This design comes from an exercise in tuning for small area on the open sky130 flow, not from production work. The RTL was checked by simulation tests, not by an equivalence proof against the original design. Power and IR drop assume default switching activity.

===== config.mk =====
export PLATFORM = sky130hd
export DESIGN_NAME = vpx_brd_ctrl_core
export DESIGN_NICKNAME = vpx_brd_ctrl_core
export VERILOG_FILES = /design/flow/design.v
export SDC_FILE = /design/flow/constraint.sdc
export NUM_CORES = 4
export LEC_CHECK = 0
export CAP_MARGIN = 20
export CORE_MARGIN = 2
export CORE_UTILIZATION = 40
export SLEW_MARGIN = 20

===== constraint.sdc =====
create_clock -name core_clock -period 20.0 [get_ports {clk}]
set_input_delay 4.0000 -clock core_clock [delete_from_list [all_inputs] [get_ports {clk}]]
set_output_delay 4.0000 -clock core_clock [all_outputs]
set_load 0.01 [all_outputs]

===== design.v =====
`timescale 1ns / 1ps
`timescale 1ns / 1ps
 `timescale 1ns / 1ps
module reset_req_s
 (
	input  wire		clk,
	input  wire		rst_n,
	input  wire		resetfull_req_n,	 
	input  wire		sreset_req_n,		 
	input  wire		cs_por_n,			 
	input  wire		cs_resetfull_n,		 
	input  wire		cs_reset_n,			 
	input  wire		cs_resetstat_n,		 
	output wire		resetfull_out_n,	 
	output wire		reset_out_n			 
 );
localparam	IDLE    = 4'd0;
localparam	RF_CHK  = 4'd1;
localparam	RF_AS0  = 4'd2;
localparam	RF_AS   = 4'd3;
localparam	RF_DLY  = 4'd4;
localparam	RF_REL0 = 4'd5;
localparam	RF_REL  = 4'd6;
localparam	SR_CHK  = 4'd9;
localparam	SR_AS0  = 4'd10;
localparam	SR_AS   = 4'd11;
localparam	SR_DLY  = 4'd12;
localparam	SR_REL0 = 4'd13;
localparam	SR_REL  = 4'd14;
reg		[3:0]	st;
reg		[14:0]	cnt;
wire	chk_done = ((cnt & 24'h9c4) == 24'h9c4);	 
wire	dly_done = ((cnt & 24'h61a8) == 24'h61a8);	 
wire	rel_done = ((cnt & 24'h64) == 24'h64);	 
wire	cs_run  = cs_por_n & cs_resetfull_n & cs_reset_n;
wire	cs_rel  = cs_run & cs_resetstat_n;
wire	cs_rfd  = cs_por_n & ~cs_resetfull_n & cs_reset_n & ~cs_resetstat_n;
wire	cs_srd  = cs_por_n & cs_resetfull_n & ~cs_reset_n & ~cs_resetstat_n;
wire	[2:0]	ph = st[2:0];
wire			asserted = (ph == 3'd3) | (ph == 3'd4) | (ph == 3'd5);	 
assign	resetfull_out_n = ~(asserted & ~st[3]);
assign	reset_out_n     = ~(asserted & st[3]);
reg				run;
reg				done;
always @(*) begin
	case (ph)
		3'd1:       begin run = cs_run; done = chk_done; end
		3'd4:       begin run = st[3] ? cs_srd : cs_rfd; done = dly_done; end
		3'd5, 3'd6: begin run = cs_rel; done = rel_done; end
		default:    begin run = 1'b0;   done = 1'b0;     end
	endcase
end
wire	cnt_hold = (st == SR_CHK) & ~resetfull_req_n;
wire	cnt_inc  = run & ~done & ~cnt_hold;
wire	step     = run & done & ~cnt_hold;
always @(posedge clk) begin
	if(~cnt_inc & ~cnt_hold)
		cnt <= 15'd0;
	else
		cnt <= cnt + {14'd0, cnt_inc};
end
wire			req_n = st[3] ? sreset_req_n : resetfull_req_n;
always @(posedge clk) begin
	if(~rst_n)
		st <= IDLE;
	else begin
		case (ph)
		3'd0: begin		 
			if(~resetfull_req_n)
				st <= RF_CHK;
			else if(~sreset_req_n)
				st <= SR_CHK;
			else
				st <= IDLE;
		end
		3'd1: begin		 
			if(st[3] & ~resetfull_req_n)
				st <= RF_CHK;
			else if(step)
				st <= {st[3], 3'd2};
		end
		3'd2, 3'd3:		 
			st <= {st[3], req_n ? 3'd4 : 3'd3};
		3'd4:			 
			if(step) st <= {st[3], 3'd5};
		3'd5, 3'd6:		 
			st <= step ? IDLE : {st[3], 3'd6};
		default:
			st <= IDLE;
		endcase
	end
end
endmodule
`timescale 1ns / 1ps
module ad9516_rom (
	input wire [6:0] r,
	input wire [4:0] b,
	output wire sa,
	output wire sb
);
function [23:0] ad_rom_a;
	input [6:0] r;
	begin
		case (r)
			7'd0: ad_rom_a = 24'h000099;
			7'd1: ad_rom_a = 24'h000100;
			7'd2: ad_rom_a = 24'h000200;
			7'd3: ad_rom_a = 24'h000341;
			7'd4: ad_rom_a = 24'h000400;
			7'd5: ad_rom_a = 24'h00107C;
			7'd6: ad_rom_a = 24'h00110A;
			7'd7: ad_rom_a = 24'h001200;
			7'd8: ad_rom_a = 24'h001300;
			7'd9: ad_rom_a = 24'h00140F;
			7'd10: ad_rom_a = 24'h001500;
			7'd11: ad_rom_a = 24'h001605;
			7'd12: ad_rom_a = 24'h001702;
			7'd13: ad_rom_a = 24'h001806;
			7'd14: ad_rom_a = 24'h001940;
			7'd15: ad_rom_a = 24'h001A00;
			7'd16: ad_rom_a = 24'h001BA0;
			7'd17: ad_rom_a = 24'h001C22;
			7'd18: ad_rom_a = 24'h001D08;
			7'd19: ad_rom_a = 24'h001E00;
			7'd20: ad_rom_a = 24'h001F00;
			7'd21: ad_rom_a = 24'h00A001;
			7'd22: ad_rom_a = 24'h00A100;
			7'd23: ad_rom_a = 24'h00A200;
			7'd24: ad_rom_a = 24'h00A301;
			7'd25: ad_rom_a = 24'h00A400;
			7'd26: ad_rom_a = 24'h00A500;
			7'd27: ad_rom_a = 24'h00A601;
			7'd28: ad_rom_a = 24'h00A700;
			7'd29: ad_rom_a = 24'h00A800;
			7'd30: ad_rom_a = 24'h00A901;
			7'd31: ad_rom_a = 24'h00AA00;
			7'd32: ad_rom_a = 24'h00AB00;
			7'd33: ad_rom_a = 24'h00F008;
			7'd34: ad_rom_a = 24'h00F108;
			7'd35: ad_rom_a = 24'h00F208;
			7'd36: ad_rom_a = 24'h00F308;
			7'd37: ad_rom_a = 24'h00F408;
			7'd38: ad_rom_a = 24'h00F508;
			7'd39: ad_rom_a = 24'h014002;
			7'd40: ad_rom_a = 24'h014102;
			7'd41: ad_rom_a = 24'h014202;
			7'd42: ad_rom_a = 24'h014302;
			7'd43: ad_rom_a = 24'h019022;
			7'd44: ad_rom_a = 24'h019100;
			7'd45: ad_rom_a = 24'h019200;
			7'd46: ad_rom_a = 24'h019311;
			7'd47: ad_rom_a = 24'h019400;
			7'd48: ad_rom_a = 24'h019500;
			7'd49: ad_rom_a = 24'h019611;
			7'd50: ad_rom_a = 24'h019700;
			7'd51: ad_rom_a = 24'h019800;
			7'd52: ad_rom_a = 24'h019911;
			7'd53: ad_rom_a = 24'h019A00;
			7'd54: ad_rom_a = 24'h019B00;
			7'd55: ad_rom_a = 24'h019C20;
			7'd56: ad_rom_a = 24'h019D00;
			7'd57: ad_rom_a = 24'h019E11;
			7'd58: ad_rom_a = 24'h019F00;
			7'd59: ad_rom_a = 24'h01A000;
			7'd60: ad_rom_a = 24'h01A120;
			7'd61: ad_rom_a = 24'h01A200;
			7'd62: ad_rom_a = 24'h01A300;
			7'd63: ad_rom_a = 24'h01E004;
			7'd64: ad_rom_a = 24'h01E102;
			7'd65: ad_rom_a = 24'h023000;
			7'd66: ad_rom_a = 24'h023100;
			7'd67: ad_rom_a = 24'h023201;
			7'd68: ad_rom_a = 24'h001807;
			7'd69: ad_rom_a = 24'h023201;
			default: ad_rom_a = 24'h000000;
		endcase
	end
endfunction
function [23:0] ad_rom_d;
	input [6:0] r;
	begin
		case (r)
			7'd8: ad_rom_d = 24'h00000A;
			7'd43: ad_rom_d = 24'h000033;
			7'd46: ad_rom_d = 24'h000003;
			7'd57: ad_rom_d = 24'h000003;
			7'd63: ad_rom_d = 24'h000006;
			default: ad_rom_d = 24'h000000;
		endcase
	end
endfunction
wire [23:0] wa = ad_rom_a(r);
wire [23:0] wd = ad_rom_d(r);
assign sa = wa[b];
assign sb = wa[b] ^ wd[b];
endmodule
`timescale 1ns / 1ps
module dsp_spi
 (
	input  wire			clk,			 
	input  wire			rst_n,
	input  wire			DSP_SSEL1,
	input  wire			DSP_SCK1,
	input  wire			DSP_MOSI1,
	output reg			DSP_MISO1,
	input  wire	[15:0]	gpio_i,			 
	input  wire			st_phy_int,		 
	input  wire	[4:0]	st_rst,			 
	input  wire	[2:0]	st_misc,		 
	output reg	[3:0]	led_reg,		 
	output reg			phy_reg,		 
	output reg	[3:0]	misc_reg		 
 );
reg			[1:0]	ssel_s;
reg			[2:0]	sck_s;
reg			[1:0]	mosi_s;
reg 		[4:0] 	spi_c;
reg					rw;
reg			[2:0]	addr;			 
reg					addr_hi;		 
reg			[3:0]	data_w;
reg			[2:0]	wr_cng;
reg			[7:0]	data_r_hold;
reg			[7:0]	pre_r;
wire				ssel     = ssel_s[1];
wire				sck_fall =  sck_s[2] & ~sck_s[1];
wire				sck_rise = ~sck_s[2] &  sck_s[1];
wire				mosi     = mosi_s[1];
wire				rdy          = (spi_c == 5'h8) & rw;
wire				wr_event_cng = spi_c[4] & ~rw;		 
wire				wr_event     = wr_cng[1] ^ wr_cng[2];
always @(posedge clk) begin
	if(~rst_n) begin
		ssel_s <= 2'b11;
		sck_s  <= 3'b000;
	end
	else begin
		ssel_s <= {ssel_s[0], DSP_SSEL1};
		sck_s  <= {sck_s[1:0], DSP_SCK1};
	end
end
always @(posedge clk) begin
	mosi_s <= {mosi_s[0], DSP_MOSI1};
	wr_cng <= {wr_cng[1:0], wr_event_cng};
end
always @(posedge clk) begin
	if(ssel)
		spi_c <= 5'h0;
	else if(sck_fall) begin
		spi_c <= spi_c[4] ? 5'h0 : spi_c + 1'b1;
		if(spi_c == 5'h0) begin
			rw      <= mosi;
			addr    <= 3'h0;
			addr_hi <= 1'b0;
			data_w  <= 4'h0;
		end
		else if(spi_c[4:3] == 2'b00) begin
			addr    <= {addr[1:0], mosi};
			addr_hi <= addr_hi | addr[2];
		end
		else if(~spi_c[4] & ~rw)
			data_w <= {data_w[2:0], mosi};
	end
end
always @(posedge clk or negedge rst_n) begin
	if(~rst_n) begin
		led_reg  <= 4'b0;
		phy_reg  <= 1'b1;
		misc_reg <= 4'b0011;
	end
	else if(wr_event) begin
		case({addr_hi, addr})
			4'h0: led_reg  <= data_w;
			4'h1: phy_reg  <= data_w[1];
			4'h7: misc_reg <= data_w;
			default: ;
		endcase
	end
end
wire		[2:0]	addr_nx = sck_fall ? {addr[1:0], mosi} : addr[2:0];
always @(posedge clk) begin
	case(addr_nx)
		3'd1: pre_r <= {gpio_i[7:1], st_phy_int};
		3'd3: pre_r <= gpio_i[15:8];
		3'd6: pre_r <= {gpio_i[7:5], st_rst};
		3'd7: pre_r <= {gpio_i[7], st_misc, gpio_i[3:0]};
		default: pre_r <= gpio_i[7:0];
	endcase
end
reg			[7:0]	data_r;
always @(*) begin
	if(addr_hi)
		data_r = 8'h0;
	else begin
		case(addr[2:0])
			3'd0: data_r = {4'h0, led_reg};
			3'd1: data_r = {6'h0, phy_reg, pre_r[0]};
			3'd4: data_r = 8'h2b;
			3'd5: data_r = 8'h08;
			3'd6: data_r = {3'h0, pre_r[4:0]};
			3'd7: data_r = {1'b0, pre_r[6:4], misc_reg};
			default: data_r = pre_r;
		endcase
	end
end
always @(posedge clk) begin
	if(~rst_n)
		data_r_hold <= 8'h0;
	else if(rdy)
		data_r_hold <= data_r;
end
always @(posedge clk or negedge rst_n) begin
	if(~rst_n)
		DSP_MISO1 <= 1'b0;
	else if(ssel)
		DSP_MISO1 <= 1'b0;
	else if(sck_rise) begin
		if(spi_c[4:3] == 2'b01) begin
			if(rw)
				DSP_MISO1 <= data_r_hold[~spi_c[2:0]];
		end
		else
			DSP_MISO1 <= 1'b0;
	end
end
endmodule
`timescale 1ns / 1ps
 `timescale 1ns / 1ps
module vpx_brd_ctrl_core
 (
	clk,   						 
	rst_n,						 
	vcc1p0_pgood_i,
	vcc3p3_fmc_pgood_i,
	vcc_vadj_fmc_pgood_i,
	vcc1p2_pgood_i,
	vcc1p8_fpga_pgood_i,
	vcc1p5_fpga_pgood_i,
	vcc0p75_fpga_pgood_i,
	vcc1p0_mgtavcc_pgood_i,
	vcc1p2_mgtavtt_pgood_i,
	vcc3p3_pgood_i,
	dspa_sspcs1_i,		  			 
	dspa_sspck_i,					 
	dspa_sspmiso_o,					 
	dspa_sspmosi_i,         		 
	dspb_sspcs1_i,		  			 
	dspb_sspck_i,					 
	dspb_sspmiso_o,					 
	dspb_sspmosi_i,         		 
	vcc2p5_pgood_i,			
	vcc1p8_dsp_pgood_i,     
	vcc1p5_dsp_pgood_i,	    
	vcc0p75_dsp_pgood_i,	
	sys_pgood_o,			
	vcc2p5_en_o,			
	vcc1p8_dsp_en_o,        
	vcc1p5_dsp_en_o,				
	vcc0p75_dsp_en_o,		
	dspa_gpio_i,					 
	dspa_gpio_o,					 
	dspa_gpio_en,					 
	dspb_gpio_i,					 
	dspb_gpio_o,					 
	dspb_gpio_en,					 
	full_reset_i,					 
	dspa_warm_reset_i,				 
	dspb_warm_reset_i,				 
	fpga_rst_i,						 
	fpga_rst_o,						 
	dspa_trgrstz_i, 				 
	dspb_trgrstz_i, 				 
	dspa_debug_led_o,				 
	dspb_debug_led_o,				 
	dspa_porz_o,					 
	dspa_resetfullz_o,				 
	dspa_resetz_o,					 
	dspa_lresetz_o,					 
	dspa_coresel_o,					 
	dspa_resetstat_n_i,				 
	dspa_nmiz_o,					 
	dspa_lresetnmienz_o,			 
	dspa_bootcomplete_i,             
	dspa_paclksel_o,				 
	dspa_hout_i,					 
	dspa_sysclkout_i,				 
	dspa_timi0_o,					 
	dspb_porz_o,					 
	dspb_resetfullz_o,				 
	dspb_resetz_o,					 
	dspb_lresetz_o,					 
	dspb_coresel_o,					 
	dspb_resetstat_n_i,				 
	dspb_nmiz_o,					 
	dspb_lresetnmienz_o,			 
	dspb_bootcomplete_i,             
	dspb_paclksel_o,				 
	dspb_hout_i,					 
	dspb_sysclkout_i,				 
	dspb_timi0_o,					 
	dspa_phy_int_n_i,				 
	dspa_phy_rst_n_o,				 
	dspb_phy_int_n_i,				 
	dspb_phy_rst_n_o,				 
	dspa_ucd9222_pg1_i,				 
	dspa_ucd9222_pg2_i,				 
	dspa_ucd9222_ena1_o,   			 
	dspa_ucd9222_ena2_o,			 
	dspa_pgucd9222_i,				 
	dspa_ucd9222_rst_n_o,			 
	dspb_ucd9222_pg1_i,				 
	dspb_ucd9222_pg2_i,				 
	dspb_ucd9222_ena1_o,   			 
	dspb_ucd9222_ena2_o,			 
	dspb_pgucd9222_i,				 
	dspb_ucd9222_rst_n_o,			 
	dspa_pca9306_en_o,				 
	dspb_pca9306_en_o,				 
	dspa_nand_wp_o,					 
	dspa_nor_wp_n_o,				 
	dspa_eeprom_wp_o,				 
	dspb_nand_wp_o,					 
	dspb_nor_wp_n_o,				 
	dspb_eeprom_wp_o,				 
    dspa_vid_oe_n_o, 
	dspb_vid_oe_n_o, 
	ad9516_1_clock_reset_o,
	ad9516_1_cs_o, 
	ad9516_1_pd_o,
	ad9516_1_refsel_o,
	ad9516_1_sclk_o,
	ad9516_1_sdi_o,
	ad9516_1_ld_i,
	ad9516_2_clock_reset_o,
	ad9516_2_cs_o, 
	ad9516_2_pd_o,
	ad9516_2_refsel_o,
	ad9516_2_sclk_o,
	ad9516_2_sdi_o,
	ad9516_2_ld_i,
	sp3an_debug_led_o,
	front_led_o,
	sw_fsel_o,
	sw_qfg_o,
	srio_rst_n_o,
	sw_spd_o,
	fmc1_pg_c2m_o,
	fmc2_pg_c2m_o,
	dspa_tsip0_fsa0_o,
	dspa_tsip0_clka0_o,
	dspb_tsip0_fsa0_o,
	dspb_tsip0_clka0_o
 );
input			clk;
input			rst_n;
input   		vcc1p0_pgood_i;
input   		vcc3p3_fmc_pgood_i;
input   		vcc_vadj_fmc_pgood_i;
input   		vcc1p2_pgood_i;
input   		vcc1p8_fpga_pgood_i;
input   		vcc1p5_fpga_pgood_i;
input   		vcc0p75_fpga_pgood_i;
input   		vcc1p0_mgtavcc_pgood_i;
input   		vcc1p2_mgtavtt_pgood_i;
input   		vcc3p3_pgood_i;
input			dspa_sspcs1_i;
input			dspa_sspck_i;
output			dspa_sspmiso_o;
input			dspa_sspmosi_i;
input			dspb_sspcs1_i;
input			dspb_sspck_i;
output			dspb_sspmiso_o;
input			dspb_sspmosi_i;
input			vcc2p5_pgood_i;
input			vcc1p8_dsp_pgood_i;
input			vcc1p5_dsp_pgood_i;
input			vcc0p75_dsp_pgood_i;
output			sys_pgood_o;
output			vcc2p5_en_o;
output			vcc1p8_dsp_en_o;
output			vcc1p5_dsp_en_o;
output			vcc0p75_dsp_en_o;
reg				vcc2p5_en_o;
reg				vcc1p8_dsp_en_o;
reg				vcc1p5_dsp_en_o;
reg				vcc0p75_dsp_en_o;
input	[15:0]	dspa_gpio_i;
output	[15:0]	dspa_gpio_o;
output			dspa_gpio_en;
reg   			dspa_gpio_en;
input	[15:0]	dspb_gpio_i;
output	[15:0]	dspb_gpio_o;
output			dspb_gpio_en;
reg   			dspb_gpio_en;
input			full_reset_i;
input			dspa_warm_reset_i;
input			dspb_warm_reset_i;
input			fpga_rst_i;
input       	dspa_trgrstz_i;
input       	dspb_trgrstz_i;
output			fpga_rst_o;
wire			full_reset_i_f;
wire			dspa_warm_reset_i_f;
wire			dspb_warm_reset_i_f;
wire			fpga_rst_i_f;
output	[3:0]	dspa_debug_led_o;
output	[3:0]	dspb_debug_led_o;
output			dspa_porz_o;
output			dspa_resetfullz_o;
output			dspa_resetz_o;
output			dspa_lresetz_o;
input			dspa_resetstat_n_i;
output			dspa_lresetnmienz_o;
output	[3:0]	dspa_coresel_o;
output			dspa_nmiz_o;
output			dspa_paclksel_o;
input			dspa_hout_i;
input			dspa_bootcomplete_i;
input			dspa_sysclkout_i;
output 			dspa_timi0_o; 
output			dspb_porz_o;
output			dspb_resetfullz_o;
output			dspb_resetz_o;
output			dspb_lresetz_o;
input			dspb_resetstat_n_i;
output			dspb_lresetnmienz_o;
output	[3:0]	dspb_coresel_o;
output			dspb_nmiz_o;
output			dspb_paclksel_o;
input			dspb_hout_i;
input			dspb_bootcomplete_i;
input			dspb_sysclkout_i;
output 			dspb_timi0_o; 
input			dspa_phy_int_n_i;
output			dspa_phy_rst_n_o;
input			dspb_phy_int_n_i;
output			dspb_phy_rst_n_o;
input			dspa_ucd9222_pg1_i;
input			dspa_ucd9222_pg2_i;
output			dspa_ucd9222_ena1_o;
output			dspa_ucd9222_ena2_o;
input			dspa_pgucd9222_i;
output			dspa_ucd9222_rst_n_o;
input			dspb_ucd9222_pg1_i;
input			dspb_ucd9222_pg2_i;
output			dspb_ucd9222_ena1_o;
output			dspb_ucd9222_ena2_o;
input			dspb_pgucd9222_i;
output			dspb_ucd9222_rst_n_o;
output			dspa_pca9306_en_o;
output			dspb_pca9306_en_o;
output			dspa_nand_wp_o;
output			dspa_nor_wp_n_o;
output			dspa_eeprom_wp_o;
output			dspb_nand_wp_o;
output			dspb_nor_wp_n_o;
output			dspb_eeprom_wp_o;
output 			dspa_vid_oe_n_o;
output 			dspb_vid_oe_n_o;
output			ad9516_1_clock_reset_o;
output			ad9516_1_cs_o;
output			ad9516_1_pd_o;
output			ad9516_1_refsel_o;
output			ad9516_1_sclk_o;
output			ad9516_1_sdi_o;
input			ad9516_1_ld_i;
output			ad9516_2_clock_reset_o;
output			ad9516_2_cs_o;
output			ad9516_2_pd_o;
output			ad9516_2_refsel_o;
output			ad9516_2_sclk_o;
output			ad9516_2_sdi_o;
input			ad9516_2_ld_i;
wire			ad9516_1_cfg_done;
wire			ad9516_2_cfg_done;
output	[7:0]	sp3an_debug_led_o;
output	[1:0]	front_led_o;
output	[1:0]	sw_fsel_o;
output	[7:0]	sw_qfg_o;
output			srio_rst_n_o;
output	[2:0]	sw_spd_o;
reg				srio_rst_n_o;
output			fmc1_pg_c2m_o;
output			fmc2_pg_c2m_o;
output			dspa_tsip0_fsa0_o;
output			dspa_tsip0_clka0_o;
output			dspb_tsip0_fsa0_o;
output			dspb_tsip0_clka0_o;
reg				ir_run;			 
reg				ir_rel;			 
reg				fpga_ireset_n;
reg		[11:0]	dcnt;
wire			dcnt_wrap = ((dcnt & 16'h9c4) == 16'h9c4);
wire			dcnt_lo0  = (dcnt[11:4] == 8'h0);
wire			dcnt_is2  = dcnt_lo0 & (dcnt[3:0] == 4'd2);
wire			dcnt_is3  = dcnt_lo0 & (dcnt[3:0] == 4'd3);
wire			dcnt_is10 = dcnt_lo0 & (dcnt[3:0] == 4'd10);
always @(posedge clk or negedge rst_n) begin
	if(~rst_n) begin
		ir_run <= 1'b0;
		ir_rel <= 1'b0;
		fpga_ireset_n <= 1'b0;
		dcnt <= 12'hfff;
	end
	else begin
		ir_run <= 1'b1;
		if(ir_run & dcnt_wrap)
			ir_rel <= 1'b1;
		if(ir_rel)
			fpga_ireset_n <= 1'b1;
		if(dcnt_wrap | (ir_rel & ~fpga_ireset_n))
			dcnt <= 12'h0;
		else
			dcnt <= dcnt + 1'b1;
	end
end
reg				dclk;
wire			sample_en = dcnt_wrap & ~dclk;
always @(posedge clk) begin
	if(~fpga_ireset_n)
		dclk <= 1'b0;
	else if(dcnt_wrap)
		dclk <= ~dclk;
end
reg		[3:0]	smp_v;			 
reg		[7:0]	smp_run;		 
wire	[3:0]	smp_in = {fpga_rst_i, dspb_warm_reset_i, dspa_warm_reset_i, full_reset_i};
reg		[3:0]	smp_all1, smp_all0;
reg		[7:0]	smp_run_nx;
integer			si;
always @(*) begin
	for(si = 0; si < 4; si = si + 1) begin
		smp_all1[si] =  smp_v[si] & (&smp_run[2*si +: 2]);
		smp_all0[si] = ~smp_v[si] & (&smp_run[2*si +: 2]);
		smp_run_nx[2*si +: 2] = (smp_in[si] == smp_v[si]) ?
			(smp_run[2*si +: 2] + {1'b0, ~&smp_run[2*si +: 2]}) : 2'd0;
	end
end
always @(posedge clk) begin
	if(~fpga_ireset_n) begin
		smp_v   <= 4'hf;
		smp_run <= 8'hff;
	end
	else if(sample_en) begin
		smp_v   <= smp_in;
		smp_run <= smp_run_nx;
	end
end
reg				resetfull_req_n;	 
reg				wra_f;				 
reg				wrb_f;				 
reg				frst_f;				 
reg				fpga_rst_o_r;		 
always @(posedge clk) begin
	if(~fpga_ireset_n) begin
		resetfull_req_n <= 1'b1;
		wra_f <= 1'b1;
		wrb_f <= 1'b1;
		frst_f <= 1'b1;
	end
	else begin
		if(dcnt_is3)
			resetfull_req_n <= smp_all1[0] | (resetfull_req_n & ~smp_all0[0]);
		if(dcnt_is2) begin
			wra_f  <= smp_all1[1] | (wra_f  & ~smp_all0[1]);
			wrb_f  <= smp_all1[2] | (wrb_f  & ~smp_all0[2]);
			frst_f <= smp_all1[3] | (frst_f & ~smp_all0[3]);
		end
	end
end
always @(posedge clk or negedge fpga_ireset_n) begin
	if(~fpga_ireset_n)
		fpga_rst_o_r <= 1'b1;
	else begin
		if(dcnt_is3 & ~frst_f)
			fpga_rst_o_r <= 1'b0;
		else if(dcnt_is10 & frst_f)
			fpga_rst_o_r <= 1'b1;
	end
end
assign fpga_rst_o = fpga_rst_o_r;
reg				trga_s1, trga_s2, trgb_s1, trgb_s2;
reg				dspa_softreset_req_n, dspb_softreset_req_n;
reg		[1:0]	dspa_resetstat_nd, dspb_resetstat_nd;
always @(posedge clk) begin
	trga_s1 <= dspa_trgrstz_i | ~fpga_ireset_n;
	trga_s2 <= trga_s1;
	trgb_s1 <= dspb_trgrstz_i | ~fpga_ireset_n;
	trgb_s2 <= trgb_s1;
	dspa_softreset_req_n <= wra_f & trga_s2;
	dspb_softreset_req_n <= wrb_f & trgb_s2;
end
always @(posedge clk) begin
	if(~fpga_ireset_n) begin
		dspa_resetstat_nd <= 2'b00;
		dspb_resetstat_nd <= 2'b00;
	end
	else begin
		dspa_resetstat_nd <= {dspa_resetstat_nd[0], dspa_resetstat_n_i};
		dspb_resetstat_nd <= {dspb_resetstat_nd[0], dspb_resetstat_n_i};
	end
end
reg				full_s1, frst_s1, wa_s1, wb_s1;
reg				phya_s1, phyb_s1;
reg				boota_s1, sysa_s1, houta_s1, bootb_s1, sysb_s1, houtb_s1;
always @(posedge clk) begin
	full_s1  <= full_reset_i;
	frst_s1  <= fpga_rst_i;
	wa_s1    <= dspa_warm_reset_i;
	wb_s1    <= dspb_warm_reset_i;
	phya_s1  <= dspa_phy_int_n_i;
	phyb_s1  <= dspb_phy_int_n_i;
	boota_s1 <= dspa_bootcomplete_i;
	sysa_s1  <= dspa_sysclkout_i;
	houta_s1 <= dspa_hout_i;
	bootb_s1 <= dspb_bootcomplete_i;
	sysb_s1  <= dspb_sysclkout_i;
	houtb_s1 <= dspb_hout_i;
end
reg				pgm_d0, pgm_d1;
reg				v2p5_d0, v2p5_d1, ucd_d0, ucd_d1, v1p8_d0, v1p8_d1;
reg				v1p5_d0, v1p5_d1, v075_d0, v075_d1;
reg				pg_ex_dsp, all_power;
always @(posedge clk) begin
	pgm_d0 <= vcc1p0_pgood_i & vcc3p3_fmc_pgood_i & vcc_vadj_fmc_pgood_i &
	          vcc1p2_pgood_i & vcc1p8_fpga_pgood_i & vcc1p5_fpga_pgood_i &
	          vcc0p75_fpga_pgood_i & vcc1p0_mgtavcc_pgood_i & vcc1p2_mgtavtt_pgood_i &
	          vcc3p3_pgood_i & fpga_ireset_n;
	pgm_d1 <= pgm_d0;
	pg_ex_dsp <= pgm_d1;
	ucd_d0 <= dspa_ucd9222_pg1_i & dspa_ucd9222_pg2_i & dspa_pgucd9222_i &
	          dspb_ucd9222_pg1_i & dspb_ucd9222_pg2_i & dspb_pgucd9222_i & fpga_ireset_n;
	ucd_d1 <= ucd_d0;
end
always @(posedge clk) begin
	v2p5_d0 <= vcc2p5_pgood_i & fpga_ireset_n;       v2p5_d1 <= v2p5_d0;
	v1p8_d0 <= vcc1p8_dsp_pgood_i & fpga_ireset_n;   v1p8_d1 <= v1p8_d0;
	v1p5_d0 <= vcc1p5_dsp_pgood_i & fpga_ireset_n;   v1p5_d1 <= v1p5_d0;
	v075_d0 <= vcc0p75_dsp_pgood_i & fpga_ireset_n;  v075_d1 <= v075_d0;
end
always @(posedge clk or negedge fpga_ireset_n) begin
	if(~fpga_ireset_n)
		all_power <= 1'b0;
	else
		all_power <= pgm_d1 & v2p5_d1 & ucd_d1 & v1p8_d1 & v1p5_d1 & v075_d1;
end
reg		[2:0]	ce_10m_cnt;
wire			clk_10mhz_ce = ce_10m_cnt[2];	 
always @(posedge clk) begin
	if(clk_10mhz_ce | ~fpga_ireset_n)
		ce_10m_cnt <= 3'd0;
	else
		ce_10m_cnt <= ce_10m_cnt + 1'b1;
end
reg		[17:0]	debug_led_lo;
reg		[7:0]	debug_led_hi;
wire			debug_led_clr = ~all_power & (clk_10mhz_ce | ~fpga_ireset_n);
wire			debug_led_inc = all_power & clk_10mhz_ce;
always @(posedge clk) begin
	if(debug_led_clr)
		debug_led_lo <= 18'b0;
	else
		debug_led_lo <= debug_led_lo + {17'b0, debug_led_inc};
end
always @(posedge clk or negedge fpga_ireset_n) begin
	if(~fpga_ireset_n)
		debug_led_hi <= 8'b0;
	else if(debug_led_clr)
		debug_led_hi <= 8'b0;
	else
		debug_led_hi <= debug_led_hi + {7'b0, debug_led_inc & (&debug_led_lo)};
end
assign	sp3an_debug_led_o = debug_led_hi;
always @(posedge clk or negedge fpga_ireset_n) begin
	if(~fpga_ireset_n)
		srio_rst_n_o <= 1'b0;
	else
		srio_rst_n_o <= all_power;
end
assign 	sw_fsel_o	= 	2'b11;
assign	sw_spd_o	=	3'b101;
assign  sw_qfg_o	=   8'b0;
assign	fmc1_pg_c2m_o = all_power;
assign	fmc2_pg_c2m_o = all_power;
assign	sys_pgood_o   = all_power;
assign	front_led_o[1] = all_power;
reg		[1:0]	clk_div;
reg				tsip_clk;
reg		[6:0]	fs_cnt;
reg				tsip_fs;
wire			tsip_clk_rise = clk_div[1] & ~tsip_clk;
always @(posedge clk)
	clk_div <= (clk_div[1] | ~fpga_ireset_n) ? 2'd0 : clk_div + 1'b1;
always @(posedge clk) begin
	if(~fpga_ireset_n)
		fs_cnt <= 7'd0;
	else if(tsip_clk_rise)
		fs_cnt <= fs_cnt + 1'b1;
end
always @(posedge clk or negedge fpga_ireset_n) begin
	if(~fpga_ireset_n) begin
		tsip_clk <= 1'b0;
		tsip_fs <= 1'b0;
	end
	else begin
		if(clk_div[1])
			tsip_clk <= ~tsip_clk;
		if(tsip_clk_rise)
			tsip_fs <= &fs_cnt;
	end
end
assign	dspa_tsip0_clka0_o = tsip_clk;
assign	dspb_tsip0_clka0_o = tsip_clk;
assign	dspa_tsip0_fsa0_o  = tsip_fs;
assign	dspb_tsip0_fsa0_o  = tsip_fs;
parameter 		SM_IDLE	  = 4'h0;
parameter 		SM_V2P5	  = 4'h1;
parameter 		SM_PMBS_1 = 4'h2;
parameter 		SM_PMBS_2 = 4'h3;
parameter 		SM_V1P8	  = 4'h4;
parameter 		SM_V1P5	  = 4'h5;
parameter 		SM_V075	  = 4'h6;
parameter 		SM_CLKG	  = 4'h7;
parameter 		SM_PORWR  = 4'h8;
parameter 		SM_WAIT	  = 4'h9;
parameter 		SM_PWOK	  = 4'ha;
parameter 		SM_POFF1  = 4'hb;
parameter 		SM_POFF2  = 4'hc;
parameter 		SM_FAIL	  = 4'hd;
reg		[3:0]	PW_SM;
reg		[15:0]	PW_c;
reg				ucd_ena;
reg				vid_oe_n;
reg				set_ad9516;
reg		[1:0]	ld_d;
wire			c_idle_done = ((PW_c & 24'hc350) == 24'hc350);
wire			c_done = ((PW_c & 24'h61a8) == 24'h61a8);
reg				sm_en, sm_ok;
reg		[3:0]	sm_next;
always @(*) begin
	sm_en = 1'b1;
	sm_ok = 1'b1;
	sm_next = PW_SM;
	case (PW_SM)
		SM_IDLE:   begin sm_en = pg_ex_dsp; sm_next = SM_V2P5;   end
		SM_V2P5:   begin sm_en = pg_ex_dsp; sm_ok = v2p5_d1;  sm_next = SM_PMBS_1; end
		SM_PMBS_1: begin sm_en = pg_ex_dsp; sm_next = SM_PMBS_2; end
		SM_PMBS_2: begin sm_en = pg_ex_dsp; sm_ok = ucd_d1;   sm_next = SM_V1P8;   end
		SM_V1P8:   begin sm_en = pg_ex_dsp; sm_ok = v1p8_d1;  sm_next = SM_V1P5;   end
		SM_V1P5:   begin sm_en = pg_ex_dsp; sm_ok = v1p5_d1;  sm_next = SM_V075;   end
		SM_V075:   begin sm_en = pg_ex_dsp; sm_ok = v075_d1;  sm_next = SM_CLKG;   end
		SM_CLKG:   begin sm_en = all_power; sm_ok = ld_d[1];  sm_next = SM_PORWR;  end
		SM_PORWR:  begin sm_en = all_power; sm_next = SM_WAIT;   end
		SM_WAIT:   begin sm_en = all_power; sm_ok = dspa_resetstat_nd[1]; sm_next = SM_PWOK; end
		SM_PWOK:   begin sm_en = all_power; sm_ok = 1'b0; end
		SM_POFF1:  begin sm_next = SM_POFF2; end
		default:   begin sm_ok = 1'b0; end		 
	endcase
end
wire			sm_done = (PW_SM == SM_IDLE) ? c_idle_done : c_done;
wire			sm_step = sm_en & sm_ok & sm_done;
wire			pw_inc  = sm_en & sm_ok & ~sm_done;
wire			pw_clr  = ~pw_inc & (sm_en | (PW_SM == SM_IDLE));
always @(posedge clk) begin
	if(pw_clr)
		PW_c <= 16'h0;
	else
		PW_c <= PW_c + {15'h0, pw_inc};
end
always @(posedge clk or negedge fpga_ireset_n) begin
	if(~fpga_ireset_n) begin
		PW_SM <= SM_IDLE;
		ucd_ena <= 1'b0;
		vcc1p5_dsp_en_o <= 1'b0;
		vcc1p8_dsp_en_o <= 1'b0;
		vcc0p75_dsp_en_o <= 1'b0;
		vcc2p5_en_o <= 1'b0;
		set_ad9516 <= 1'b0;
		vid_oe_n <= 1'b1;
	end
	else begin
		if(sm_step)
			PW_SM <= sm_next;
		else if(~sm_en)
			PW_SM <= (PW_SM == SM_IDLE) ? SM_IDLE : (PW_SM <= SM_V075) ? SM_FAIL : SM_POFF1;
		case (PW_SM)
			SM_V2P5:   if(sm_en) vcc2p5_en_o <= 1'b1;
			SM_PMBS_1: if(sm_en) ucd_ena <= 1'b1;
			SM_V1P8: begin
				if(sm_en) vcc1p8_dsp_en_o <= 1'b1;
				if(sm_step) set_ad9516 <= 1'b1;
			end
			SM_V1P5: begin
				if(sm_en) vcc1p5_dsp_en_o <= 1'b1;
				if(sm_step) vid_oe_n <= 1'b0;
			end
			SM_V075:   if(sm_en) vcc0p75_dsp_en_o <= 1'b1;
			SM_CLKG:   if(sm_step) set_ad9516 <= 1'b0;
			SM_POFF2, SM_FAIL: begin
				ucd_ena <= 1'b0;
				vcc1p5_dsp_en_o <= 1'b0;
				vcc1p8_dsp_en_o <= 1'b0;
				vcc0p75_dsp_en_o <= 1'b0;
				vcc2p5_en_o <= 1'b0;
				set_ad9516 <= 1'b0;
				vid_oe_n <= 1'b1;
			end
			default: ;
		endcase
	end
end
assign	dspa_ucd9222_ena1_o  = ucd_ena;
assign	dspa_ucd9222_ena2_o  = ucd_ena;
assign	dspb_ucd9222_ena1_o  = ucd_ena;
assign	dspb_ucd9222_ena2_o  = ucd_ena;
assign	dspa_ucd9222_rst_n_o = 1'b1;
assign	dspb_ucd9222_rst_n_o = 1'b1;
assign	dspa_vid_oe_n_o = vid_oe_n;
assign	dspb_vid_oe_n_o = vid_oe_n;
reg		[2:0]	ad_state;
reg		[6:0]	cnt_reg;
reg		[4:0]	cnt_bit;
reg				ad_sen;
reg				ad_sclk;
reg				ad_sdata_1, ad_sdata_2;
wire			rom_1, rom_2;
ad9516_rom Inst_ad9516_rom (.r(cnt_reg), .b(cnt_bit), .sa(rom_1), .sb(rom_2));
wire			ad_last_bit = (cnt_bit == 5'd0);
wire			ad_last_reg = cnt_reg[6] & cnt_reg[2] & cnt_reg[0];	 
always @(posedge clk or negedge fpga_ireset_n) begin
	if(~fpga_ireset_n)
		cnt_reg <= 7'd0;
	else if(~set_ad9516)
		cnt_reg <= 7'd0;
	else if(clk_10mhz_ce & (ad_state == 3'd5))
		cnt_reg <= ad_last_reg ? 7'd0 : cnt_reg + 1'b1;
end
always @(posedge clk) begin
	if(~set_ad9516) begin
		ad_state <= 3'd0;
		cnt_bit <= 5'd23;
	end
	else if(clk_10mhz_ce) begin
		case(ad_state)
			3'd0: ad_state <= 3'd1;		 
			3'd1: ad_state <= 3'd2;		 
			3'd2: ad_state <= 3'd3;		 
			3'd3: ad_state <= 3'd4;		 
			3'd4: begin					 
				if(ad_last_bit) begin
					ad_state <= 3'd5;
					cnt_bit <= 5'd23;
				end
				else begin
					ad_state <= 3'd1;
					cnt_bit <= cnt_bit - 1'b1;
				end
			end
			3'd5: begin					 
				ad_state <= ad_last_reg ? 3'd6 : 3'd1;
			end
			default: ;					 
		endcase
	end
end
always @(posedge clk or negedge fpga_ireset_n) begin
	if(~fpga_ireset_n) begin
		ad_sen <= 1'b1;
		ad_sdata_1 <= 1'b0;
		ad_sdata_2 <= 1'b0;
		ad_sclk <= 1'b0;
	end
	else if(~set_ad9516) begin
		ad_sen <= 1'b1;
		ad_sdata_1 <= 1'b0;
		ad_sdata_2 <= 1'b0;
		ad_sclk <= 1'b0;
	end
	else if(clk_10mhz_ce) begin
		case(ad_state)
			3'd1: ad_sclk <= 1'b0;		 
			3'd2: begin					 
				ad_sen <= 1'b0;
				ad_sdata_1 <= rom_1;
				ad_sdata_2 <= rom_2;
			end
			3'd3: ad_sclk <= 1'b1;		 
			3'd4: ad_sen <= ad_last_bit;	 
			3'd5: ad_sclk <= 1'b0;		 
			3'd6, 3'd7: begin			 
				ad_sdata_1 <= 1'b0;
				ad_sdata_2 <= 1'b0;
			end
			default: ;
		endcase
	end
end
assign	ad9516_1_clock_reset_o = 1'b1;
assign	ad9516_1_pd_o          = 1'b1;
assign	ad9516_1_refsel_o      = 1'b0;
assign	ad9516_1_cs_o          = ad_sen;
assign	ad9516_1_sclk_o        = ad_sclk;
assign	ad9516_1_sdi_o         = ad_sdata_1;
assign	ad9516_2_clock_reset_o = 1'b1;
assign	ad9516_2_pd_o          = 1'b1;
assign	ad9516_2_refsel_o      = 1'b0;
assign	ad9516_2_cs_o          = ad_sen;
assign	ad9516_2_sclk_o        = ad_sclk;
assign	ad9516_2_sdi_o         = ad_sdata_2;
reg		[1:0]	ld_run;
always @(posedge clk or negedge fpga_ireset_n) begin
	if(~fpga_ireset_n)
		ld_run <= 2'd0;
	else if(clk_10mhz_ce) begin
		if(ad9516_1_ld_i & ad9516_2_ld_i)
			ld_run <= ld_run + {1'b0, ~&ld_run};
		else
			ld_run <= 2'd0;
	end
end
always @(posedge clk)
	ld_d <= {ld_d[0], &ld_run};
assign	front_led_o[0] = &ld_run;
wire			dspa_resetfull_out_n, dspa_reset_out_n;
wire			dspb_resetfull_out_n, dspb_reset_out_n;
wire			sm_7_a = (PW_SM >= 4'h7 && PW_SM <= 4'ha);
wire			sm_7_b = (PW_SM >= 4'h7 && PW_SM <= 4'hb);
wire			sm_8_a = (PW_SM >= 4'h8 && PW_SM <= 4'ha);
wire			sm_9_b = (PW_SM >= 4'h9 && PW_SM <= 4'hb);
wire			sm_pwok = (PW_SM == SM_PWOK);
wire			power_fail_check = (PW_SM >= 4'hb && PW_SM <= 4'hd);
assign 	dspa_coresel_o = 4'h0;
assign 	dspb_coresel_o = 4'h0;
assign 	dspa_paclksel_o = 1'b1;
assign 	dspb_paclksel_o = 1'b1;
assign 	dspa_lresetnmienz_o = sm_7_a;
assign 	dspb_lresetnmienz_o = sm_7_a;
assign 	dspa_nmiz_o = sm_7_b;
assign 	dspb_nmiz_o = sm_7_b;
assign 	dspa_lresetz_o = sm_7_b;
assign 	dspb_lresetz_o = sm_7_b;
assign 	dspa_porz_o = sm_8_a;
assign 	dspb_porz_o = sm_8_a;
assign 	dspa_resetfullz_o = sm_9_b & dspa_resetfull_out_n;
assign 	dspb_resetfullz_o = sm_9_b & dspb_resetfull_out_n;
assign 	dspa_resetz_o = sm_7_b & dspa_reset_out_n;
assign 	dspb_resetz_o = sm_7_b & dspb_reset_out_n;
assign	dspa_gpio_o = 16'h0001;
assign	dspb_gpio_o = 16'h0001;
wire	[3:0]	dspa_led_reg, dspb_led_reg;
wire			dspa_phy_reg, dspb_phy_reg;
wire	[3:0]	dspa_misc_reg, dspb_misc_reg;
assign	dspa_debug_led_o = power_fail_check ? 4'h0 : dspa_led_reg;
assign	dspb_debug_led_o = power_fail_check ? 4'h0 : dspb_led_reg;
assign 	dspa_phy_rst_n_o = dspa_porz_o & dspa_resetfullz_o & dspa_phy_reg;
assign 	dspb_phy_rst_n_o = dspb_porz_o & dspb_resetfullz_o & dspb_phy_reg;
wire			dspa_wp_on = sm_pwok & dspa_resetstat_n_i & ~dspa_gpio_en;
wire			dspb_wp_on = sm_pwok & dspb_resetstat_n_i & ~dspb_gpio_en;
assign 	dspa_nand_wp_o   = dspa_wp_on & dspa_misc_reg[0];
assign 	dspb_nand_wp_o   = dspb_wp_on & dspb_misc_reg[0];
assign 	dspa_nor_wp_n_o  = dspa_wp_on & dspa_misc_reg[1];
assign 	dspb_nor_wp_n_o  = dspb_wp_on & dspb_misc_reg[1];
assign 	dspa_eeprom_wp_o = ~dspa_wp_on | dspa_misc_reg[2];
assign 	dspb_eeprom_wp_o = ~dspb_wp_on | dspb_misc_reg[2];
assign 	dspa_pca9306_en_o = sm_pwok & dspa_misc_reg[3];
assign 	dspb_pca9306_en_o = sm_pwok & dspb_misc_reg[3];
reset_req_s Inst_reset_req_ctrl_a
 (
    .clk				(	clk						),
    .rst_n				(	fpga_ireset_n			),
    .resetfull_req_n	(	resetfull_req_n			),
    .sreset_req_n		(	dspa_softreset_req_n	),
    .cs_por_n			(	dspa_porz_o				),
    .cs_resetfull_n		(	dspa_resetfullz_o		),
    .cs_reset_n			(	dspa_resetz_o			),
    .cs_resetstat_n		(	dspa_resetstat_nd[1]	),
    .resetfull_out_n	(	dspa_resetfull_out_n	),
    .reset_out_n		(	dspa_reset_out_n		)
 );
reset_req_s Inst_reset_req_ctrl_b
 (
    .clk				(	clk						),
    .rst_n				(	fpga_ireset_n			),
    .resetfull_req_n	(	resetfull_req_n			),
    .sreset_req_n		(	dspb_softreset_req_n	),
    .cs_por_n			(	dspb_porz_o				),
    .cs_resetfull_n		(	dspb_resetfullz_o		),
    .cs_reset_n			(	dspb_resetz_o			),
    .cs_resetstat_n		(	dspb_resetstat_nd[1]	),
    .resetfull_out_n	(	dspb_resetfull_out_n	),
    .reset_out_n		(	dspb_reset_out_n		)
 );
reg				half_clk;
reg		[3:0]	dspa_gpio_dly, dspb_gpio_dly;
always @(posedge clk)
	half_clk <= ~half_clk & fpga_ireset_n;
wire			dspa_gpio_clr = ~dspa_resetstat_nd[1] & (~dspa_porz_o | ~dspa_resetfullz_o | dspa_gpio_en);
wire			dspa_gpio_done = ((dspa_gpio_dly & 16'h0a) == 16'h0a);
always @(posedge clk or negedge fpga_ireset_n) begin
	if(~fpga_ireset_n)
		dspa_gpio_en <= 1'b1;
	else
		dspa_gpio_en <= dspa_gpio_clr | ~dspa_gpio_done;
end
always @(posedge clk) begin
	if(dspa_gpio_clr)
		dspa_gpio_dly <= 4'h0;
	else if(~dspa_gpio_done)
		dspa_gpio_dly <= dspa_gpio_dly + 1'b1;
end
wire			dspb_gpio_clr = ~dspb_resetstat_nd[1] & (~dspb_porz_o | ~dspb_resetfullz_o | dspb_gpio_en);
wire			dspb_gpio_done = ((dspb_gpio_dly & 16'h0a) == 16'h0a);
always @(posedge clk or negedge fpga_ireset_n) begin
	if(~fpga_ireset_n)
		dspb_gpio_en <= 1'b1;
	else
		dspb_gpio_en <= dspb_gpio_clr | ~dspb_gpio_done;
end
always @(posedge clk) begin
	if(dspb_gpio_clr)
		dspb_gpio_dly <= 4'h0;
	else if(~dspb_gpio_done)
		dspb_gpio_dly <= dspb_gpio_dly + 1'b1;
end
assign	dspa_timi0_o = ~dspa_gpio_en & ~half_clk;
assign	dspb_timi0_o = ~dspb_gpio_en & ~half_clk;
dsp_spi Inst_dspa_spi
 (
    .clk			(	clk					),
    .rst_n			(	fpga_ireset_n		),
    .DSP_SSEL1		(	dspa_sspcs1_i		),
    .DSP_SCK1		(	dspa_sspck_i		),
    .DSP_MOSI1		(	dspa_sspmosi_i		),
    .DSP_MISO1		(	dspa_sspmiso_o		),
    .gpio_i			(	dspa_gpio_i			),
    .st_phy_int		(	phya_s1				),
    .st_rst			(	{trga_s1, dspa_resetstat_n_i, frst_s1, wa_s1, full_s1}	),
    .st_misc		(	{boota_s1, sysa_s1, houta_s1}	),
    .led_reg		(	dspa_led_reg		),
    .phy_reg		(	dspa_phy_reg		),
    .misc_reg		(	dspa_misc_reg		)
 );
dsp_spi Inst_dspb_spi
 (
    .clk			(	clk					),
    .rst_n			(	fpga_ireset_n		),
    .DSP_SSEL1		(	dspb_sspcs1_i		),
    .DSP_SCK1		(	dspb_sspck_i		),
    .DSP_MOSI1		(	dspb_sspmosi_i		),
    .DSP_MISO1		(	dspb_sspmiso_o		),
    .gpio_i			(	dspb_gpio_i			),
    .st_phy_int		(	phyb_s1				),
    .st_rst			(	{trgb_s1, dspb_resetstat_n_i, frst_s1, wb_s1, full_s1}	),
    .st_misc		(	{bootb_s1, sysb_s1, houtb_s1}	),
    .led_reg		(	dspb_led_reg		),
    .phy_reg		(	dspb_phy_reg		),
    .misc_reg		(	dspb_misc_reg		)
 );
endmodule

===== flow/run.sh =====
#!/bin/bash
# Layout flow: the standard ORFS flow (standard.sh), with these changes:
#  - after the standard synthesis, the logic between the registers is
#    re-mapped by ABC for area (flow/remap.tcl, flow/remap.abc); registers keep
#    their names and cell types, and the new netlist is proven equal to the
#    standard one (flow/equiv.tcl) before it is used (else the standard
#    netlist is kept);
#  - input and output ports are buffered with sky130_fd_sc_hd__buf_1;
#  - clock tree synthesis uses the arguments in flow/cts_args.txt.
# Each tool's output goes to its own log in the work folder (ORFS also writes
# each step's log under orfs/logs/).
set -euo pipefail
cts_args="$(tr '\n' ' ' < flow/cts_args.txt)"
knobs=("BUFFER_PORTS_ARGS=-buffer_cell sky130_fd_sc_hd__buf_1" "CTS_ARGS=${cts_args}" "SKIP_REPAIR_TIE_FANOUT=1")
res=orfs/results/${FLOW_PLATFORM}/vpx_brd_ctrl_core/base
bash standard.sh "${knobs[@]}" synth > make_synth.log 2>&1

YOSYS=yosys
[[ -x "${FLOW_HOME}/../tools/install/yosys/bin/yosys" ]] && YOSYS="${FLOW_HOME}/../tools/install/yosys/bin/yosys"
export REMAP_LIB="${FLOW_HOME}/platforms/${FLOW_PLATFORM}/lib/sky130_fd_sc_hd__tt_025C_1v80.lib"
export REMAP_IN="$PWD/1_2_yosys_standard.v"
export REMAP_OUT="$PWD/1_2_yosys_remap.v"
export REMAP_DONT_USE="$PWD/flow/dont_use.txt"
export REMAP_ABC="$PWD/flow/remap.abc"
cp "$res/1_2_yosys.v" "$REMAP_IN"
if "$YOSYS" -c flow/remap.tcl > yosys_remap.log 2>&1 && \
   "$YOSYS" -c flow/equiv.tcl > yosys_equiv.log 2>&1; then
  cp "$REMAP_OUT" "$res/1_2_yosys.v"
  echo "re-mapped netlist used" > remap_result.txt
else
  echo "re-map failed or not proven: standard netlist kept" > remap_result.txt
fi
bash standard.sh "${knobs[@]}" do-1_synth > make_synth_odb.log 2>&1
bash standard.sh "${knobs[@]}" finish > make_finish.log 2>&1

===== flow/cts_args.txt =====
-sink_clustering_enable
-repair_clock_nets
-buf_list sky130_fd_sc_hd__clkbuf_16
-sink_clustering_size 30
-sink_clustering_max_diameter 100
-dont_use_dummy_load

===== flow/dont_use.txt =====
sky130_fd_sc_hd__lpflow_bleeder_1
sky130_fd_sc_hd__lpflow_clkbufkapwr_1
sky130_fd_sc_hd__lpflow_clkbufkapwr_16
sky130_fd_sc_hd__lpflow_clkbufkapwr_2
sky130_fd_sc_hd__lpflow_clkbufkapwr_4
sky130_fd_sc_hd__lpflow_clkbufkapwr_8
sky130_fd_sc_hd__lpflow_clkinvkapwr_1
sky130_fd_sc_hd__lpflow_clkinvkapwr_16
sky130_fd_sc_hd__lpflow_clkinvkapwr_2
sky130_fd_sc_hd__lpflow_clkinvkapwr_4
sky130_fd_sc_hd__lpflow_clkinvkapwr_8
sky130_fd_sc_hd__lpflow_decapkapwr_12
sky130_fd_sc_hd__lpflow_decapkapwr_3
sky130_fd_sc_hd__lpflow_decapkapwr_4
sky130_fd_sc_hd__lpflow_decapkapwr_6
sky130_fd_sc_hd__lpflow_decapkapwr_8
sky130_fd_sc_hd__lpflow_inputiso0n_1
sky130_fd_sc_hd__lpflow_inputiso0p_1
sky130_fd_sc_hd__lpflow_inputiso1n_1
sky130_fd_sc_hd__lpflow_inputiso1p_1
sky130_fd_sc_hd__lpflow_inputisolatch_1
sky130_fd_sc_hd__lpflow_isobufsrc_1
sky130_fd_sc_hd__lpflow_isobufsrc_16
sky130_fd_sc_hd__lpflow_isobufsrc_2
sky130_fd_sc_hd__lpflow_isobufsrc_4
sky130_fd_sc_hd__lpflow_isobufsrc_8
sky130_fd_sc_hd__lpflow_isobufsrckapwr_16
sky130_fd_sc_hd__lpflow_lsbuf_lh_hl_isowell_tap_1
sky130_fd_sc_hd__lpflow_lsbuf_lh_hl_isowell_tap_2
sky130_fd_sc_hd__lpflow_lsbuf_lh_hl_isowell_tap_4
sky130_fd_sc_hd__lpflow_lsbuf_lh_isowell_4
sky130_fd_sc_hd__lpflow_lsbuf_lh_isowell_tap_1
sky130_fd_sc_hd__lpflow_lsbuf_lh_isowell_tap_2
sky130_fd_sc_hd__lpflow_lsbuf_lh_isowell_tap_4
sky130_fd_sc_hd__probe_p_8
sky130_fd_sc_hd__probec_p_8

===== flow/equiv.tcl =====
# Prove the re-mapped netlist equal to the standard one, register by register.
yosys -import
read_liberty -ignore_miss_func $::env(REMAP_LIB)
read_verilog $::env(REMAP_IN)
yosys rename vpx_brd_ctrl_core gold
read_verilog $::env(REMAP_OUT)
yosys rename vpx_brd_ctrl_core gate
hierarchy -check
flatten
opt_clean
async2sync
equiv_make gold gate eq
hierarchy -top eq
equiv_simple -seq 2
equiv_induct
equiv_status -assert

===== flow/remap.abc =====
strash
dc2
&get -n
&deepsyn -T 90
&dch -f
&nf -R 1000
&put
topo
stime -p

===== flow/remap.tcl =====
# Re-map the combinational logic of the standard synthesis netlist for area.
# Registers (and tie cells) are kept as they are, with their names and cell
# types; only the logic between them is re-mapped by ABC.
# Environment: REMAP_LIB (liberty), REMAP_IN, REMAP_OUT (netlists),
# REMAP_DONT_USE (file with one don't-use cell per line), REMAP_ABC (script).
yosys -import
set lib $::env(REMAP_LIB)
set du {}
foreach c [split [string trim [read [open $::env(REMAP_DONT_USE)]]] "\n"] { lappend du -dont_use $c }
read_liberty -ignore_miss_func $lib
read_verilog $::env(REMAP_IN)
hierarchy -top vpx_brd_ctrl_core
blackbox sky130_fd_sc_hd__*df* sky130_fd_sc_hd__dl* sky130_fd_sc_hd__conb*
flatten
opt_clean
abc -script $::env(REMAP_ABC) -liberty $lib {*}$du
opt_clean -purge
hilomap -singleton -hicell sky130_fd_sc_hd__conb_1 HI -locell sky130_fd_sc_hd__conb_1 LO
insbuf -buf sky130_fd_sc_hd__buf_4 A X
splitnets
opt_clean -purge
tee -o remap_stat.txt stat -liberty $lib
write_verilog -noattr -nohex -nodec $::env(REMAP_OUT)
# read the result back against the cell library alone and check it
design -reset
read_liberty -lib $lib
read_verilog $::env(REMAP_OUT)
hierarchy -top vpx_brd_ctrl_core
check -assert -mapped

===== standard.sh =====
#!/bin/bash
# synth_recipe.tcl (not shown) runs the flow's synth.tcl, then flattens the netlist and writes it again
# the make line also repeats each setting of config.mk as NAME=value (left out here)
make -C /OpenROAD-flow-scripts/flow DESIGN_CONFIG=/design/flow/config.mk WORK_HOME=/design/flow/orfs CLKGATE_MAP_FILE= SYNTH_SCRIPT=/design/flow/synth_recipe.tcl "${@:-finish}"

==> run_results.csv, run 1 <==
group,metric,value,unit
sta,finalWorstPathRequiredPeriod,8.86,ns
setup_path,path_delay_family,"simple AND/OR/NAND/NOR gates",
global_route,globalRouteOverflowTotal,0,
floorplan,start_util,40.6,%
floorplan,die_x,186,µm
floorplan,io_pins,212,
floorplan,die-area,0.0345,mm²
setup_path,cp.buffers_inverters,2,
cells_and_area,final_util,43.3,%
sta,max_freq,113,MHz
cells_and_area,fillCellCount,3286,
cts,root_buffer,"clkbuf_16",
detailed_routing,drtAntennaViolNets,0,
placement,postPlaceCellArea,0.0137,mm²
detailed_routing,wl_per_cell,15.0,µm
cts,cts_buffers,15,
cells_and_area,multi_input_area,0.00570,mm²
sta,slew_viol_final,0,
global_route,grt_pass1_wl,48.9,mm
cts,h-tree-depth,1,
sta,worst_slew_pin_slew,1.05,ns
sta,hold_viol,0,
cts,clkTransAtPathRegs,0.11,ns
setup_path,critPathMaxFanout,3,
synth,netlist_instances,1434,
setup_path,worstSetupPathType,"input pin to primary output",
cells_and_area,final-seq-area,0.00677,mm²
pwr,irDropWorstVdd,0.0000526,V
synth,ys_warn_count,4,
cts,cts_resized,0,
setup_path,crit_top_cell,"buf_1",
global_route,grt_usage,17.2,%
placement,port_buffers,148,
cells_and_area,synthToLayoutAreaGrowth,6.75,%
global_route,grt_pass1_vias,9564,
setup_path,cp.required,16.00,ns
setup_path,cp.arrival,4.86,ns
floorplan,core_area,0.0325,mm²
detailed_routing,drt-pass1-iter-count,5,
placement,place_congestion,0.933,
detailed_routing,drc,0,
placement,dpl.hpwl,21.6,mm
pwr,power.density,68.6,mW/mm²
cells_and_area,diodes,0,
cts,post_cts_buffers,0,
cells_and_area,final_area,0.0141,mm²
cells_and_area,finalNetCount,1597,
setup_path,slowest_delay,0.34,ns
cts,cts_tree,"done",
pwr,p_leak,5.23,nW
detailed_routing,wl,29.4,mm
detailed_routing,viasPerCell,5.26,
setup_path,reg2reg_slack,15.21,ns
flow_run,cap_viol_max_count,0,
sta,grt_setup_unrepaired,"no",
synth,synth_nets,1512,
global_route,antenna_found_initial,0,
sta,slew_headroom,29.4,%
sta,fin_setup_tns,0,ns
sta,setup_violations,0,
cells_and_area,drive_above_1_share,2.97,%
cells_and_area,top_register,"debug_led_lo",
sta,finClkSkew,0.0442,ns
synth,syn_avg_cell_area,9.20,µm²
setup_path,endpoint_kind,"primary output",
floorplan,chipHeight,186,µm
cts,cts_buffer_depth,3,
setup_path,worstPathCellList,"buf_1 > nand2_1 > or3_1 > buf_1",
cells_and_area,largest_registers,"debug_led_lo: 18 flops, PW_c: 16 flops",
floorplan,row_count,66,
cts,clkLatencyLatePin,0.50,ns
cts,clkSinkCount,309,
detailed_routing,vias,10300,
detailed_routing,drt_iter0_markers,798,
setup_path,crit_slowest_cell,"or3_1",
min_path,hp-class,"register to async pin",
cells_and_area,largest_register_ffs,18,
sta,finalCritPeriodShare,44.3,%
synth,syn-cell-area,0.0132,mm²
outcome,status,"complete, no violations",
setup_path,startpoint_type,"input pin",
global_route,grt_max_degree,50,
cts,hold_buffers,0,
==> cell usage in the layout (no fill, tap or decap), types with 6 or more instances in the layout <==
master and n:
and2_0 62, o21bai_1 6, dfstp_2 23, nor3_1 78, a22o_1 7, a21oi_1 112, o211ai_1 9, a32oi_1 8
o22ai_1 9, a22oi_1 9, a31oi_1 15, nor2b_1 36, o21a_1 13, xnor2_1 19, xor2_1 6, clkinv_1 25
nor4_1 10, nor3b_1 10, nand2b_1 30, buf_1 148, a311oi_1 7, or2_0 10, edfxtp_1 18, and3_1 42
or3_1 8, o21ai_0 75, nand3_1 42, clkbuf_16 15, mux2_1 21, dfrtp_1 50, dfxtp_1 217, nand4_1 18
nor2_1 156, nand2_1 126
==> power by group <==
group	leakage, nW	total, W	switching [W]	internal, W
clock	0.185	0.000324	0.000188	0.000136
combinational	2.16	0.0000148	0.00000982	0.00000500
sequential	2.88	0.000627	0.00000141	0.000626
==> through the flow <==
stage / cells / power (W) / hold slack, ns / setup slack [ns]
after detailed placement: 1944 / 0.000656 / 0.269 / 11.13
final: 1959 / 0.000966 / 0.269 / 11.14
after global placement: 1943 / 0.000656 / 0.258 / 11.12
after CTS: 1959 / 0.000983 / 0.286 / 11.12
after floorplan: 1434 / 0.000657 / 0.310 / 11.61
after global routing: 1959 / 0.00101 / 0.306 / 11.09
==> routing by layer <==
metal,share of wire (%),wire length [µm],GRT usage (%),vias up
li1,-,-,-,5230
met1,49,14400,25.0,4804
met2,45,13300,27.9,241
met3,4.3,1270,1.88,27
met4,1.5,452,3.37,0
met5,0,0,0,-
==> final timing paths <==
path | from | end | cells past startpoint
hold / removal | fpga_ireset_n$_DFFE_PN0P_ | Inst_dspa_spi.DSP_MISO1$_DFFE_PN0P_ | 0
hold reg to reg | fpga_ireset_n$_DFFE_PN0P_ | Inst_dspa_spi.DSP_MISO1$_DFFE_PN0P_ | 0
max in group asynchronous | rst_n | fpga_ireset_n$_DFFE_PN0P_ | 1
min in group core_clock | Inst_dspb_spi.wr_cng[0]$_DFF_P_ | Inst_dspb_spi.wr_cng[1]$_DFF_P_ | 0
setup / recovery | dspa_resetstat_n_i | dspa_eeprom_wp_o | 4
setup reg to reg | PW_SM[0]$_DFFE_PN0P_ | PW_c[15]$_SDFF_PP0_ | 20
==> layout make-up <==
cell class / count / area share, %
inverters: 25 / 0.666
repair buffers: 153 / 4.21
clock buffers: 15 / 2.66
multi-input cells: 1015 / 40.5
well taps: 442 / 3.93
flip-flops and latches: 309 / 48.1
==> run 2: changes to the inputs <==
--- a/design.v
+++ b/design.v
@@ -601,5 +601,5 @@
 		ir_rel <= 1'b0;
 		fpga_ireset_n <= 1'b0;
-		dcnt <= 12'hfff;
+		dcnt <= 12'h0;
 	end
 	else begin
@@ -609,5 +609,5 @@
 		if(ir_rel)
 			fpga_ireset_n <= 1'b1;
-		if(dcnt_wrap | (ir_rel & ~fpga_ireset_n))
+		if(~ir_run | dcnt_wrap | (ir_rel & ~fpga_ireset_n))
 			dcnt <= 12'h0;
 		else
==> flow/remap.abc (replaced) <==
strash
dc2
&get -n
&deepsyn -T 90
&dch -f
&nf -R 1000
&put
mfs2
strash
&get -n
&dch -f
&nf -R 1000
&put
topo
stime -p
==> run 2 against run 1 <==
- still clean on timing, DRC and antenna
- maximum frequency up 0.56%
- global-route usage down 0.26 points
- sequential cell count unchanged
- total power up 0.89%
==> run_results.csv, run 2 <==
group,metric,value,unit
outcome,status,"complete, no violations",
setup_path,cp.arrival,4.81,ns
flow_run,cap_viol_max_count,0,
pwr,power.density,69.4,mW/mm²
cts,cts_tree,"done",
setup_path,endpoint_kind,"primary output",
cells_and_area,final_area,0.0141,mm²
sta,max_freq,113,MHz
cts,root_buffer,"clkbuf_16",
synth,syn_avg_cell_area,9.24,µm²
global_route,grt_pass1_vias,9394,
synth,netlist_instances,1428,
detailed_routing,wl_per_cell,15.3,µm
cells_and_area,fillCellCount,3244,
placement,port_buffers,148,
floorplan,core_area,0.0325,mm²
min_path,hp-class,"register to register",
global_route,globalRouteOverflowTotal,0,
floorplan,die-area,0.0345,mm²
sta,hold_viol,0,
synth,syn-cell-area,0.0132,mm²
floorplan,row_count,66,
synth,synth_nets,1506,
global_route,grt_pass1_wl,48.1,mm
sta,slew_viol_final,0,
cells_and_area,drive_above_1_share,2.12,%
pwr,irDropWorstVdd,0.0000550,V
detailed_routing,drtAntennaViolNets,0,
cells_and_area,largest_registers,"debug_led_lo: 18 flops, PW_c: 16 flops",
setup_path,reg2reg_slack,15.53,ns
sta,setup_violations,0,
sta,grt_setup_unrepaired,"no",
setup_path,cp.required,16.00,ns
sta,slew_headroom,30.3,%
setup_path,startpoint_type,"input pin",
cells_and_area,multi_input_area,0.00570,mm²
placement,place_congestion,0.895,
setup_path,critPathMaxFanout,3,
setup_path,reg2reg_depth,17,
cts,cts_buffer_depth,3,
cells_and_area,largest_register_ffs,18,
cts,post_cts_buffers,0,
setup_path,crit_start,"dspa_resetstat_n_i",
cells_and_area,top_register,"debug_led_lo",
detailed_routing,drc,0,
floorplan,start_util,40.6,%
cells_and_area,finalNetCount,1587,
detailed_routing,drt-pass1-iter-count,6,
floorplan,io_pins,212,
cells_and_area,final_cell_mix,"217 x dfxtp_1, 155 x nor2_1, 148 x buf_1",
cts,cts_resized,0,
global_route,grt_max_degree,73,
global_route,antenna_found_initial,0,
detailed_routing,drt_iter0_markers,681,
placement,place_inst,1934,
setup_path,regToRegEndpoint,"PW_c[14]$_SDFF_PP0_",
cts,cts_buffers,15,
sta,finalWorstPathRequiredPeriod,8.81,ns
cts,clkTransAtPathRegs,0.10,ns
min_path,holdPathStages,0,
min_path,holdCritStartpoint,"v1p5_d0$_DFF_P_",
cells_and_area,final_common_cell,"dfxtp_1",
sta,worst_slew_pin_slew,1.04,ns
placement,postPlaceCellArea,0.0137,mm²
pwr,p_leak,5.14,nW
setup_path,r2r_start,"PW_SM[2]$_DFFE_PN0P_",
cells_and_area,final-seq-area,0.00675,mm²
floorplan,die_x,186,µm
cts,clkSinkCount,309,
cells_and_area,instances_no_fill,1950,
global_route,grt_usage,17.0,%
setup_path,worstSetupPathType,"input pin to primary output",
sta,finClkSkew,0.0463,ns
synth,ys_warn_count,4,
detailed_routing,vias,10300,
cells_and_area,synthToLayoutAreaGrowth,6.51,%
min_path,min_to,"v1p5_d1$_DFF_P_",
cts,clkLatencyLatePin,0.51,ns
cts,h-tree-depth,1,
cts,hold_buffers,0,
detailed_routing,viasPerCell,5.28,
floorplan,chipHeight,186,µm
detailed_routing,wl,29.8,mm
sta,fin_setup_tns,0,ns
sta,finalCritPeriodShare,44.1,%
placement,dpl.hpwl,21.4,mm
## run 2: changes by cell type in the layout (fill, tap and decap cells not counted), moves of 5 or more
cell and delta:
a21oi_1 +9, dfstp_2 -12, dfrtp_1 +12, a31oi_1 +5, o41ai_1 -5, nor2b_1 +7
o21a_1 -10, and2_0 -15, nor3_1 -9, xnor2_1 +11
## run 2: worst max-delay path, cell delays in order
cell and delay [ns]:
buf_1 0.25, nand2_1 0.11, or3_1 0.32, buf_1 0.13
## run 2: per-stage QoR
step | util [%] | total power [W] | setup WS, ns | hold WS, ns
2_1_floorplan | - | 0.000661 | 11.61 | 0.310
3_3_place_gp | 42.0 | 0.000660 | 11.21 | 0.311
3_5_place_dp | 42.0 | 0.000661 | 11.18 | 0.312
4_1_cts | 43.2 | 0.000991 | 11.18 | 0.314
5_1_grt | 43.2 | 0.00101 | 11.14 | 0.315
6_report | 43.2 | 0.000975 | 11.19 | 0.312
## run 2: layout make-up
cell class	instances	share of cell area, %
sequential	309	48.1
multi-input combinational	1006	40.6
timing repair buffer	149	4.01
tap	442	3.93
clock buffer	15	2.67
inverter	28	0.748
antenna	1	0.0178
## run 2: worst max-delay path by stage
stage	slack (ns)	to	cells after the start
3_3_place_gp	11.21	dspa_eeprom_wp_o	4
5_1_grt	11.14	dspa_eeprom_wp_o	4
3_5_place_dp	11.18	dspa_eeprom_wp_o	4
2_1_floorplan	11.61	dspa_eeprom_wp_o	2
6_report	11.19	dspa_eeprom_wp_o	4
4_1_cts	11.18	dspa_eeprom_wp_o	4
## run 2: power breakdown
group          switching [W]  internal [W]
clock               0.000192      0.000136
combinational      0.0000118    0.00000647
sequential        0.00000229      0.000626
## run 2: metal layers
metal	up-vias	part of all wire, %	global-route usage (%)
li1	5164	-	-
met1	4823	49	24.0
met2	264	45	27.9
met3	40	4.8	1.92
met4	0	1.7	3.78
met5	-	0	0

[separate check: timing with driven ports]
How much do the figures lean on ideal ports? The routed layouts below were timed once more, with nothing changed but the port constraints. Step 1 sets driving cells, clkbuf_16 on the clock port and buf_2 on the other inputs (assumed; they add their load-dependent delay and slew). Step 2 adds t to the input delays and takes it off the output delays; t is the mean of the earliest and latest rising clock arrival at the registers after step 1. Input paths then give back, and output paths get back, about the clock's delay inside the block. Slacks: ideal ports / drivers / drivers and shift; pairs: ideal ports / drivers.
run | t, ns | setup WS [ns] | worst setup path after step 2 | slew at the worst register clock pin (ns) | pins driven straight from the clock port
run 1 | 0.530 | 11.136 / 11.106 / 11.106 | input to output | 0.11 / 0.11 | 1
run 2 | 0.534 | 11.186 / 11.162 / 11.162 | input to output | 0.11 / 0.11 | 1
After both steps every run listed still meets setup and hold. For run 1, which loses most, drivers alone change the setup slack by -0.030 ns; drivers and shift together by -0.030 ns.
